Context: an optimization exercise on an open-source flow, tuned for small area and a short achievable clock period. The choices shown serve that exercise and are no tape-out recipe. Power and IR drop assume default switching activity.

Setup of 01-13:
Design Top, start of the top module:
module Top (
    input         enable,
    input  [31:0] addr,
    input  [31:0] w_data,
    input  [1:0]  htrans,
    input  [2:0]  hsize,
    input         hwrite,
    input  [2:0]  hburst,
    input         Master_ready,
    input         Slave_ready,
    input         HCLK,
    input         HRESETn,
    input  [1:0]  hselx,
    output [31:0] data_out
    );
Size in the first run: about 7100 cells after synthesis, about 2700 flip-flops.
Settings: LEC_CHECK=0, CAP_MARGIN=20, CORE_MARGIN=2, CORE_UTILIZATION=58, CTS_CLUSTER_DIAMETER=70, CTS_CLUSTER_SIZE=30, PLACE_DENSITY=0.72, SETUP_SLACK_MARGIN=3.5, SLEW_MARGIN=20; clock period 8.0 ns.
standard.sh (not shown) runs the stock make flow with config.mk's settings and CLKGATE_MAP_FILE= SYNTH_SCRIPT=/design/flow/synth_recipe.tcl, a recipe that flattens the netlist after the stock synthesis.
==> flow/flow/run.sh <==
#!/bin/bash
set -euo pipefail
export SYNTH_KEEP_MODULES="Multiplexor"
export BUFFER_PORTS_ARGS="-buffer_cell sky130_fd_sc_hd__buf_4"
bash standard.sh > standard.log 2>&1
Input changes introduced in 05-27 (baseline for comparison: 01-13):
--- a/flow/design.v
+++ b/flow/design.v
@@ -74,14 +74,16 @@
             st_r <= 1'b0;
         end else begin
             st_w <= nw;
             st_r <= nr;
         end
     end
-    always @(posedge HCLK)
-        data_out_q <= data_out;
+    always @(posedge HCLK or negedge HRESETn) begin
+        if (!HRESETn) data_out_q <= 32'd0;
+        else          data_out_q <= data_out;
+    end
     always @(posedge HCLK or negedge HRESETn) begin
         if (!HRESETn) begin
             wd_c <= 32'd0;
             wd_d <= 32'd0;
         end else if (HREADY) begin
             wd_c <= w_data;
@@ -225,29 +227,21 @@
         for (i = 0; i < 16; i = i + 1)
             mem_rd = mem_rd | ({32{rsel[i]}} & mem[32*i +: 32]);
         if (bypass)
             mem_rd = WDATA;
     end
     reg [31:0] buf1;
-    always @(posedge HCLK) begin
-        if (HREADY) begin
-            buf1 <= mem_rd;
-            buf2 <= buf1;
-        end
-    end
-    reg b1v, b2v;
     always @(posedge HCLK or negedge HRESETn) begin
         if (!HRESETn) begin
-            b1v <= 1'b0;
-            b2v <= 1'b0;
+            buf1 <= 32'd0;
+            buf2 <= 32'd0;
         end else if (HREADY) begin
-            b1v <= 1'b1;
-            b2v <= b1v;
+            buf1 <= mem_rd;
+            buf2 <= buf1;
         end
     end
-    wire b2v_next = HREADY ? b1v : b2v;
     always @(*) begin
         case (state)
             IDLE:
                 next_state = !HREADY ? IDLE : HWRITE ? WRITE : READ;
             WRITE, READ:
                 if (HREADY) begin
@@ -275,39 +269,37 @@
     end
     always @(posedge HCLK or negedge HRESETn) begin
         if (!HRESETn) begin
             state     <= IDLE;
             busy_flag <= 1'b0;
             resp_q    <= 1'b0;
+            rdata_q   <= 32'd0;
         end else begin
             state     <= next_state;
             busy_flag <= (state == BUSY);
             resp_q    <= HRESP;
+            rdata_q   <= HRDATA;
         end
     end
     wire n_idle = (next_state == IDLE) || (next_state > ERROR);
     wire n_b1   = (next_state == READ) & ~gt16_next & (state != BUSY);
     wire n_b2   = (next_state == BUSY) & (state != BUSY);
-    reg  e_b1, e_b2, e_b12, e_q;
+    reg  e_b1, e_b2, e_q;
     always @(posedge HCLK or negedge HRESETn) begin
         if (!HRESETn) begin
-            e_b1  <= 1'b0;
-            e_b2  <= 1'b0;
-            e_b12 <= 1'b0;
-            e_q   <= 1'b0;
+            e_b1 <= 1'b0;
+            e_b2 <= 1'b0;
+            e_q  <= 1'b0;
         end else begin
-            e_b1  <= n_b1;
-            e_b2  <= n_b2 & b2v_next;
-            e_b12 <= (n_b1 | n_b2) & b2v_next;
-            e_q   <= ~n_idle & ~n_b1 & ~n_b2;
+            e_b1 <= n_b1;
+            e_b2 <= n_b2;
+            e_q  <= ~n_idle & ~n_b1 & ~n_b2;
         end
     end
     assign G1 = ({32{e_b1}} & buf1) | ({32{e_b2}} & buf2) | ({32{e_q}} & rdata_q);
-    assign G0 = ({32{e_b12}} & buf2) | ({32{e_q}} & rdata_q);
-    always @(posedge HCLK)
-        rdata_q <= HRDATA;
+    assign G0 = ({32{e_b1 | e_b2}} & buf2) | ({32{e_q}} & rdata_q);
     always @(*) begin
         HRDATA = HREADY ? G1 : G0;
         case (state)
             IDLE:    HRESP = 1'b0;
             WRITE:   HRESP = gt16;
             READ:    HRESP = gt16 | ((busy_flag | ~HREADY) & resp_q);
Notes after the runs:
- Going from 01-13 to 05-27, first-pass GRT wire length fell by 2.8%, vias after detailed routing rose 614, number of clock-tree buffers in the layout higher, number of distinct library cell variants in the gate-level netlist after synthesis decreased 12%.
- [compare] base=01-13 new=05-27: final sequential cell count saw a decrease; area overhead of the layout relative to synthesis grew by 0.62 points; total power consumption of the routed design -180 uW.
- Between 01-13 and 05-27, count of inserted tapcells is higher for 05-27, 01-13 comes in under that.
- On clock period minus final worst setup slack: between 01-13 and 05-27, it ends up higher for 05-27.
No functional check of the RTL was part of any run of this note.

-- what the ideal ports hide --
In the flow no input, the clock included, has a driving cell. The finished layouts below were timed again as built, in two steps.
Step 1 sets driving cells, clkbuf_16 on the clock port and buf_2 on the other inputs (assumed; they add their load-dependent delay and slew).
Step 2 adds t to the input delays and takes it off the output delays; t is the mean of the earliest and latest rising clock arrival at the registers after step 1. Input paths then give back, and output paths get back, about the clock's delay inside the block.
Three values: no drivers, after step 1, after step 2; two values: the first two.
run | shift t [ns] | setup slack, ns | worst setup path after step 2
01-13 | 0.914 | 3.272 / 3.015 / 2.518 | input to register
05-27 | 0.919 | 3.228 / 3.084 / 2.281 | input to register
After both steps setup and hold are still met in every run listed. For 05-27, which loses most, drivers alone change the setup slack by -0.144 ns; drivers and shift together by -0.947 ns.
